Background: an optimization exercise with open tools, aiming at small area, a short achievable clock period and few clock cycles. Do not read the settings as production practice.
Only simulation tests tie the RTL to the original design; equivalence was not proved.
Power is estimated from default activity; no workload was simulated.

==> flow/design.v, too long to show whole: its modules and the start of the top module <==
// module JAM_upd: 36 lines
// module JAM: 1169 lines
module JAM (
    input CLK,
    input RST,
    output reg [2:0] W,
    output reg [2:0] J,
    input [6:0] Cost,
    output [3:0] MatchCount,
    output [9:0] MinCost,
    output reg Valid
);
  // ...
==> flow/run.sh <==
#!/bin/bash
# synth_recipe.tcl (not shown) runs the flow's synth.tcl, then flattens the netlist and writes it again
# the make line also repeats each setting of config.mk as NAME=value (left out here)
make -C /OpenROAD-flow-scripts/flow DESIGN_CONFIG=/design/flow/config.mk WORK_HOME=/design/flow/orfs CLKGATE_MAP_FILE= SYNTH_SCRIPT=/design/flow/synth_recipe.tcl finish
==> flow/config.mk <==
export PLATFORM = sky130hd
export DESIGN_NAME = JAM
export DESIGN_NICKNAME = JAM
export VERILOG_FILES = /design/flow/design.v
export SDC_FILE = /design/flow/constraint.sdc
export NUM_CORES = 4
export LEC_CHECK = 0
export CAP_MARGIN = 20
export CORE_MARGIN = 2
export CORE_UTILIZATION = 55
export CTS_BUF_LIST = sky130_fd_sc_hd__clkbuf_4 sky130_fd_sc_hd__clkbuf_8
export SETUP_SLACK_MARGIN = 2.0
export SLEW_MARGIN = 20
==> flow/constraint.sdc <==
create_clock -name core_clock -period 10.0 [get_ports {CLK}]
set_input_delay 2.0000 -clock core_clock [delete_from_list [all_inputs] [get_ports {CLK}]]
set_output_delay 2.0000 -clock core_clock [all_outputs]
set_load 0.01 [all_outputs]
==> flow_metrics.env, run 1 <==
export IMPL_post_route_util_pct=60.51
export IMPL_grt_max_degree=81
export IMPL_synth_area_leaders="dfxtp_1, ha_1, fa_1"
export IMPL_root_buffer="clkbuf_8"
export IMPL_maxSlewViolCount=0
export IMPL_max_stage_delay_ps=730
export IMPL_multiInputGateArea_um2=68770
export IMPL_peakVddDrop_mv=0.2186
export IMPL_drive_above_1_share_pct=10.92
export IMPL_die_h_um=453.7
export IMPL_seq_cells=1746
export IMPL_stdcell_count=14690
export IMPL_synth_cells=11570
export IMPL_synth_edf_count=21
export IMPL_start_util_pct=55.20
export IMPL_use_met2_pct=66.65
export IMPL_grt_overflow=0
export IMPL_powerComb_mw=23.5
export IMPL_p_int_mw=23.86
export IMPL_whs_ps=350.1
export IMPL_postRouteAntennaNets=0
export IMPL_core_region_area_um2=201500
export IMPL_worst_slew_pin_slew_ps=1245
export IMPL_numCtsBuffers=326
export IMPL_viasPerCell=6.266
export IMPL_yosys_cell_count_top_type="dfxtp_1"
export IMPL_grtUsageMet1_pct=54.87
export IMPL_setup_viol=0
export IMPL_cp_slowest_cell="dfxtp_4"
export IMPL_crit_cells=20
export IMPL_status="finished clean"
export IMPL_nNetsFinal=13870
export IMPL_cts_hold_buf=0
export IMPL_cts_max_path_buffers=4
export IMPL_leakagePower_nw=53.84
export IMPL_fillers=17270
export IMPL_n_tap_cell=2672
export IMPL_clkLatencyLatePin_ps=1140
export IMPL_cts_resized_gates=0
export IMPL_pg_seq_mw=15.4
export IMPL_die_area_um2=205800
export IMPL_crit_start="creg[0]"
Testbench counts, summed over its fixed seeds: cycles 2,120.
==> run 2, diff against run 1 <==
--- a/flow/config.mk
+++ b/flow/config.mk
@@ -9,5 +9,5 @@
 export CORE_MARGIN = 2
 export CORE_UTILIZATION = 55
 export CTS_BUF_LIST = sky130_fd_sc_hd__clkbuf_4 sky130_fd_sc_hd__clkbuf_8
-export SETUP_SLACK_MARGIN = 2.0
+export SETUP_SLACK_MARGIN = 5.0
 export SLEW_MARGIN = 20
==> flow_metrics.env, run 2 <==
export IMPL_dp_cells=14020
export IMPL_muxShareOfSynthArea_pct=8.621
export IMPL_grt_max_degree=56
export IMPL_fmax_mhz=177.2
export IMPL_nNetsFinal=15500
export IMPL_postRouteAntennaNets=0
export IMPL_power_density_nw_per_um2=382.1
export IMPL_cts_max_path_buffers=4
export IMPL_async_flop_share_pct=0
export IMPL_vias=111200
export IMPL_crit_family="adder cells"
export IMPL_maxSlewViolCount=1
export IMPL_ys_seq_elements=1746
export IMPL_pwr_share_comb_pct=60.9
export IMPL_numCtsBuffers=326
export IMPL_skew_ps=73.73
export IMPL_portBuffers=29
export IMPL_place_detailed_hpwl_um=389400
export IMPL_setup_viol=0
export IMPL_detailedRoute_firstPassIterationCount=10
export IMPL_synth_cells=11570
export IMPL_grt_antenna_before_repair=87
export IMPL_fillers=11380
export IMPL_tritoncts="built"
export IMPL_sw_frac_of_total_pct=50.12
export IMPL_peakVddDrop_mv=0.2806
export IMPL_stdcell_count=16350
export IMPL_grt_overflow=0
export IMPL_fp_dieW_um=453.7
export IMPL_die_area_um2=205800
export IMPL_rsz0062_at_grt="yes"
export IMPL_clkLatencyLatePin_ps=1200
export IMPL_synthAdderAreaFrac_pct=29.12
export IMPL_final_cell_mix="dfxtp_1, inv_1, ha_1, buf_6, buf_4"
export IMPL_io_pins=30
export IMPL_start_util_pct=55.20
export IMPL_worst_slew_pin_slew_ps=1499
export IMPL_switchingPower_mw=31.29
export IMPL_viasPerCell=6.799
export IMPL_clock_sink_count=1746
export IMPL_synthSimpleGateAreaFrac_pct=10.45
export IMPL_final_area_um2=163400
export IMPL_slew_headroom_pct=-0.3113
export IMPL_syn_nets=13700
export IMPL_root_buffer="clkbuf_8"
export IMPL_grt_pass1_wl_um=777000
export IMPL_die_h_um=453.7
export IMPL_layout_commonest_cell="dfxtp_1"
export IMPL_drt_total_wl_um=590600
export IMPL_p_total_mw=62.43
export IMPL_synth_area_leaders="dfxtp_1, ha_1, fa_1"
export IMPL_synth_top_family_by_area="adder cells"
export IMPL_drive_above_1_share_pct=45.10
export IMPL_drv_cap=1
export IMPL_max_stage_delay_ps=400
export IMPL_path_max_fanout=5
export IMPL_htreeDepth=5
export IMPL_post_route_period_util_pct=56.44
export IMPL_fin_setup_tns_ps=0
export IMPL_p_seq_share_pct=26.7
export IMPL_cp_end_kind="flip-flop"
export IMPL_synth_avg_cell_area_um2=9.612
export IMPL_drt_initial_drc_count=14980
export IMPL_cp_cell_sequence="buf_12 > buf_12 > buf_16 > buf_6 > buf_6 > buf_6 > ha_4 > inv_2 > fa_2 > fa_2 > fa_2 > fa_2 > fa_2 > fa_2 > inv_2 > ha_4 > inv_2 > ha_4 > a21o_1 > a211o_4 > nor3b_4 > buf_4 > a221oi_4 > a21oi_2"
export IMPL_worstSetupPathType="flip-flop to flip-flop"
export IMPL_synth_area_um2=111200
export IMPL_p_int_mw=31.14
export IMPL_leakagePower_nw=67.14
export IMPL_placed_area_um2=118200
export IMPL_grt_pass1_vias=105900
export IMPL_cp_slowest_cell="fa_2"
export IMPL_yosysUniqueCellTypes=89
export IMPL_seq_area_frac_synth_pct=31.62
export IMPL_synth_top_cell_by_area="dfxtp_1"
export IMPL_grt_usage_pct=53.58
export IMPL_startpoint_type="flip-flop"
export IMPL_cp_data_required_time_ps=11040
export IMPL_yosysTopAreaCellShare_pct=31.05
export IMPL_hold_viol_final=0
export IMPL_synthFlopType="dfxtp_1"
export IMPL_critPathBufInv=10
export IMPL_crit_top_cell="fa_2"
export IMPL_core_region_area_um2=201500
export IMPL_yosys_cell_count_top_type="dfxtp_1"
export IMPL_std_cell_rows=165
export IMPL_synth_commonest_cells="dfxtp_1, inv_1, ha_1"
export IMPL_status="failed layout checks"
export IMPL_syn2layout_area_growth_pct=46.92
export IMPL_clockPowerShare_pct=12.4
export IMPL_cp_arrival_ps=6680
export IMPL_synth_edf_count=21
export IMPL_place_congestion=1.104
export IMPL_yosysWarnings=1
export IMPL_clk_pin_slew_worst_paths_ps=60
export IMPL_wire_per_inst_um=36.13
export IMPL_drcViolationCount=0
export IMPL_synth_xor_xnor_area_share_pct=0.5985
export IMPL_so_faults="capacitance limit, slew limit"
export IMPL_hp_class="flip-flop to flip-flop"
export IMPL_period_minus_slack_ps=5644
export IMPL_synth_compound_area_share_pct=12.86
-- run 2: cell counts after synthesis --
Identical to the previous run, type by type.
-- run 2: metal layers --
metal	track usage, %	vias up	routed length [um]
met3	19.05	3851	77810
met1	59.97	53880	190800
met4	55.09	36	81660
met5	0	-	817
met2	77.05	9340	239500
li1	-	44050	-
-- run 2: path summary, 6_finish.rpt --
kind | cells past startpoint | slack [ps] | startpoint | endpoint
worst max-delay path | 24 | 4360 | creg[0] | f2[9]
worst min-delay path | 0 | 350 | f170[5] | f85[5]
worst max register to register | 24 | 4360 | creg[0] | f2[9]
worst min register to register | 0 | 350 | f170[5] | f85[5]
-- run 2: kinds of logic (layout without fill, tap and decap cells) --
kind of cell,count (synthesis),count (layout)
buffers and inverters,1920,3766
AO/OA/AOI/OAI,2318,2450
other,0,81
adder cells (fa/ha/maj),2123,2123
AND/OR/NAND/NOR,2484,2530
flip-flops,1746,1746
XOR/XNOR,76,76
multiplexers,904,904
-- run 2: final cells by class --
class / instances / area (um2) / share of cell area, %
Clock inverter: 90 / 968.4 / 0.5927
Antenna cell: 81 / 202.7 / 0.1240
Sequential cell: 1746 / 35230 / 21.56
Clock buffer: 468 / 5984 / 3.662
Inverter: 1584 / 6102 / 3.734
Timing Repair Buffer: 1624 / 18550 / 11.35
Multi-Input combinational cell: 8083 / 93030 / 56.93
Tap cell: 2672 / 3343 / 2.046
-- run 2: power by group through the flow --
| stage | Combinational, mW | Clock [mW] | Sequential [mW] |
|---|---|---|---|
| finish | 38.0 | 7.74 | 16.7 |
| global placement | 23.4 | 0 | 15.3 |
| CTS | 31.5 | 7.62 | 15.4 |
| global route | 40.3 | 7.95 | 16.1 |
| floorplan | 18.1 | 0 | 11.5 |
| detailed placement | 24.2 | 0 | 15.3 |
-- run 2: timing repair --
action / 4_1_cts / 5_1_grt
pin swaps: 851 / 911
setup buffers: 967 / 487
setup endpoints to repair: 1475 / 1457
cloned: 204 / 31
resized for setup: 3101 / 2002
hold buffers: 0 / 0
-- run 2: stage by stage --
stage	util (%)	hold slack (ps)	setup WS, ps
CTS	74.39	342.2	4536
global placement	58.67	335.7	2434
global route	81.01	346.7	4361
floorplan	-	330.8	2751
detailed placement	58.68	336.4	2574
finish	81.10	345.7	4356
==> run 3, diff against run 2 <==
==> flow/config.mk (replaced) <==
export PLATFORM = sky130hd
export DESIGN_NAME = JAM
export DESIGN_NICKNAME = JAM
export VERILOG_FILES = /design/flow/design.v
export SDC_FILE = /design/flow/constraint.sdc
export NUM_CORES = 4
export LEC_CHECK = 0
export CAP_MARGIN = 20
export CORE_MARGIN = 2
export CORE_UTILIZATION = 40
export SLEW_MARGIN = 20
==> flow_metrics.env, run 3 <==
export IMPL_status="finished clean"
export IMPL_nNetsFinal=13750
export IMPL_clock_sink_count=1746
export IMPL_drt_total_wl_um=491100
export IMPL_post_cts_setup_buffers=0
export IMPL_worst_slew_pin_slew_ps=1358
export IMPL_viasPerCell=5.811
export IMPL_core_region_area_um2=276500
export IMPL_tritoncts="built"
export IMPL_rsz0062_at_grt="no"
export IMPL_crit_cells=18
export IMPL_leakagePower_nw=53.64
export IMPL_reg2reg_depth=18
export IMPL_die_h_um=531.3
export IMPL_vias=90280
export IMPL_grt_antenna_before_repair=77
export IMPL_final_setup_worst_slack_ps=2975
export IMPL_synth_top_cell_by_area="dfxtp_1"
export IMPL_root_buffer="clkbuf_16"
export IMPL_clk_pin_slew_worst_paths_ps=60
export IMPL_grt_usage_pct=34.34
export IMPL_switchingPower_mw=22.83
export IMPL_period_minus_slack_ps=7025
export IMPL_cp_end_kind="flip-flop"
export IMPL_cts_hold_buf=0
export IMPL_fp_dieW_um=531.3
export IMPL_ys_seq_elements=1746
export IMPL_startpoint_type="flip-flop"
export IMPL_grt_max_degree=72
export IMPL_cts_max_path_buffers=4
export IMPL_die_area_um2=282300
export IMPL_io_pins=30
export IMPL_grt_pass1_vias=88250
export IMPL_peakVddDrop_mv=0.1761
export IMPL_crit_top_cell="fa_1"
export IMPL_fmax_mhz=142.3
export IMPL_numCtsBuffers=204
export IMPL_timing_hold_worst_path_depth=0
export IMPL_yosysWarnings=1
export IMPL_async_flop_share_pct=0
export IMPL_p_seq_share_pct=32.5
export IMPL_power_density_nw_per_um2=381.4
export IMPL_stdcell_count=15540
export IMPL_synthFlopType="dfxtp_1"
export IMPL_drt_initial_drc_count=9582
export IMPL_yosysUniqueCellTypes=89
export IMPL_post_place_ws_ps=3147
export IMPL_start_util_pct=40.22
export IMPL_drcViolationCount=0
export IMPL_slew_headroom_pct=8.835
export IMPL_setup_viol=0
export IMPL_hold_viol_final=0
export IMPL_yosys_cell_count_top_type="dfxtp_1"
export IMPL_layout_commonest_cell="dfxtp_1"
export IMPL_grt_pass1_wl_um=675100
export IMPL_synth_area_um2=111200
export IMPL_synth_area_leaders="dfxtp_1, ha_1, fa_1"
export IMPL_crit_family="adder cells"
export IMPL_grt_overflow=0
export IMPL_synth_commonest_cells="dfxtp_1, inv_1, ha_1"
export IMPL_final_cell_mix="dfxtp_1, inv_1, ha_1, nor2_1, fa_1"
export IMPL_cp_data_required_time_ps=10720
export IMPL_portBuffers=29
export IMPL_synth_edf_count=21
export IMPL_htreeDepth=4
export IMPL_cp_arrival_ps=7750
export IMPL_place_congestion=1.058
export IMPL_hp_class="flip-flop to flip-flop"
export IMPL_fin_setup_tns_ps=0
export IMPL_clkLatencyLatePin_ps=950
export IMPL_place_detailed_hpwl_um=402500
export IMPL_sw_frac_of_total_pct=48.51
export IMPL_yosysTopAreaCellShare_pct=31.05
export IMPL_max_stage_delay_ps=900
export IMPL_cp_cell_sequence="inv_8 > buf_4 > fa_1 > fa_1 > fa_1 > fa_1 > fa_1 > fa_1 > inv_1 > ha_1 > inv_1 > ha_1 > a21o_1 > a211o_1 > o22ai_1 > nor2_1 > buf_4 > a2111oi_0"
export IMPL_path_max_fanout=44
export IMPL_syn2layout_area_growth_pct=10.93
export IMPL_post_route_period_util_pct=70.25
export IMPL_drv_cap=0
export IMPL_wire_per_inst_um=31.61
export IMPL_syn_nets=13700
export IMPL_skew_ps=66.02
export IMPL_worstSetupPathType="flip-flop to flip-flop"
export IMPL_cts_resized_gates=0
export IMPL_clockPowerShare_pct=17.5
export IMPL_p_int_mw=24.22
export IMPL_std_cell_rows=193
export IMPL_drive_above_1_share_pct=9.352
export IMPL_critPathBufInv=5
export IMPL_synth_cells=11570
export IMPL_maxSlewViolCount=0
export IMPL_synth_avg_cell_area_um2=9.612
export IMPL_pwr_share_comb_pct=50.1
export IMPL_dp_cells=15120
export IMPL_cp_slowest_cell="a2111oi_0"
export IMPL_postRouteAntennaNets=0
export IMPL_seq_area_frac_synth_pct=31.62
export IMPL_detailedRoute_firstPassIterationCount=10
[run 3: cell counts after synthesis]
Identical to the previous run, type by type.
[run 3: path summary, 6_finish.rpt]
check                from      to  slack, ps
setup / recovery  creg[1]   c6[3]       2970
hold / removal    f170[6]  f85[6]        350
setup reg to reg  creg[1]   c6[3]       2970
hold reg to reg   f170[6]  f85[6]        350
[run 3: cell type report]
| type | instances | area [um2] |
|---|---|---|
| diodes | 48 | 120.1 |
| clock buffers | 258 | 5682 |
| clock inverters | 114 | 1560 |
| fillers | 26150 | 153100 |
| inverters | 1584 | 5991 |
| multi-input cells | 7905 | 68730 |
| flip-flops and latches | 1746 | 35210 |
| well taps | 3705 | 4636 |
| repair buffers | 176 | 1444 |
[run 3: worst register-to-register path: cells and delay by family, from the launching register on]
kind            cells  cell delay (ps)
flops               1              410
compound gates      4             1790
buf+inv             5             1400
fa+ha+maj           8             2990
simple gates        1              240
[run 3: stage by stage]
step	utilization, %	hold slack, ps	cell area (um2)	power (mW)
6_report	44.62	349.6	123400	47.05
5_1_grt	44.58	355.0	123300	49.91
4_1_cts	44.57	347.3	123200	46.31
3_5_place_dp	41.95	335.7	116000	37.89
3_3_place_gp	41.94	338.0	116000	37.34
2_1_floorplan	-	330.8	111200	27.42
[run 3: metal layers]
metal / wire [um] / part of all wire [%] / vias to the layer above / GRT usage, %
li1: - / - / 39970 / -
met1: 192200 / 39 / 44280 / 42.94
met2: 207500 / 42 / 4736 / 51.29
met3: 45310 / 9.2 / 1279 / 7.450
met4: 45950 / 9.4 / 26 / 26.97
met5: 181 / 0.037 / - / 0
[run 3: cells by family (layout without fill, tap and decap cells)]
logic type      Yosys count  after routing  share of synthesized area, %
mux                     904            904                         8.621
buf+inv                1920           2132                         6.734
simple gates           2484           2484                         10.45
xor+xnor                 76             76                        0.5985
compound gates         2318           2318                         12.86
fa+ha+maj              2123           2123                         29.12
other cells               0             48                             0
flops                  1746           1746                         31.62
[run 3: power by group through the flow]
| stage | clock network, mW | registers (mW) | logic [mW] |
|---|---|---|---|
| CTS | 8.28 | 15.0 | 23.1 |
| detailed placement | 0 | 15.1 | 22.8 |
| finish | 8.22 | 15.3 | 23.6 |
| global route | 8.55 | 15.1 | 26.2 |
| global placement | 0 | 15.1 | 22.2 |
| floorplan | 0 | 11.4 | 16.1 |

-- port drivers added, routing unchanged --
No port has a modelled driver above. Below, the same layouts with a new extraction and two added sets of constraints. Step 1: set_driving_cell puts a clkbuf_16 on CLK and a buf_2 on each other input, an assumption about the parent block. Step 2 adds t to the input delays and takes it off the output delays; t is the mean of the earliest and latest rising clock arrival at the registers after step 1. Input paths then give back, and output paths get back, about the clock's delay inside the block. a / b / c = no drivers / after step 1 / after step 2; a / b = the first two.
run	t, ns	setup slack, ns	worst register clock-pin slew, ns	cell pins on the clock port's net
run 1	1.200	3.093 / 3.093 / 3.093	0.07 / 0.07	1
run 2	1.270	4.356 / 4.356 / 4.356	0.08 / 0.08	1
run 3	1.007	2.975 / 2.975 / 2.975	0.07 / 0.07	1
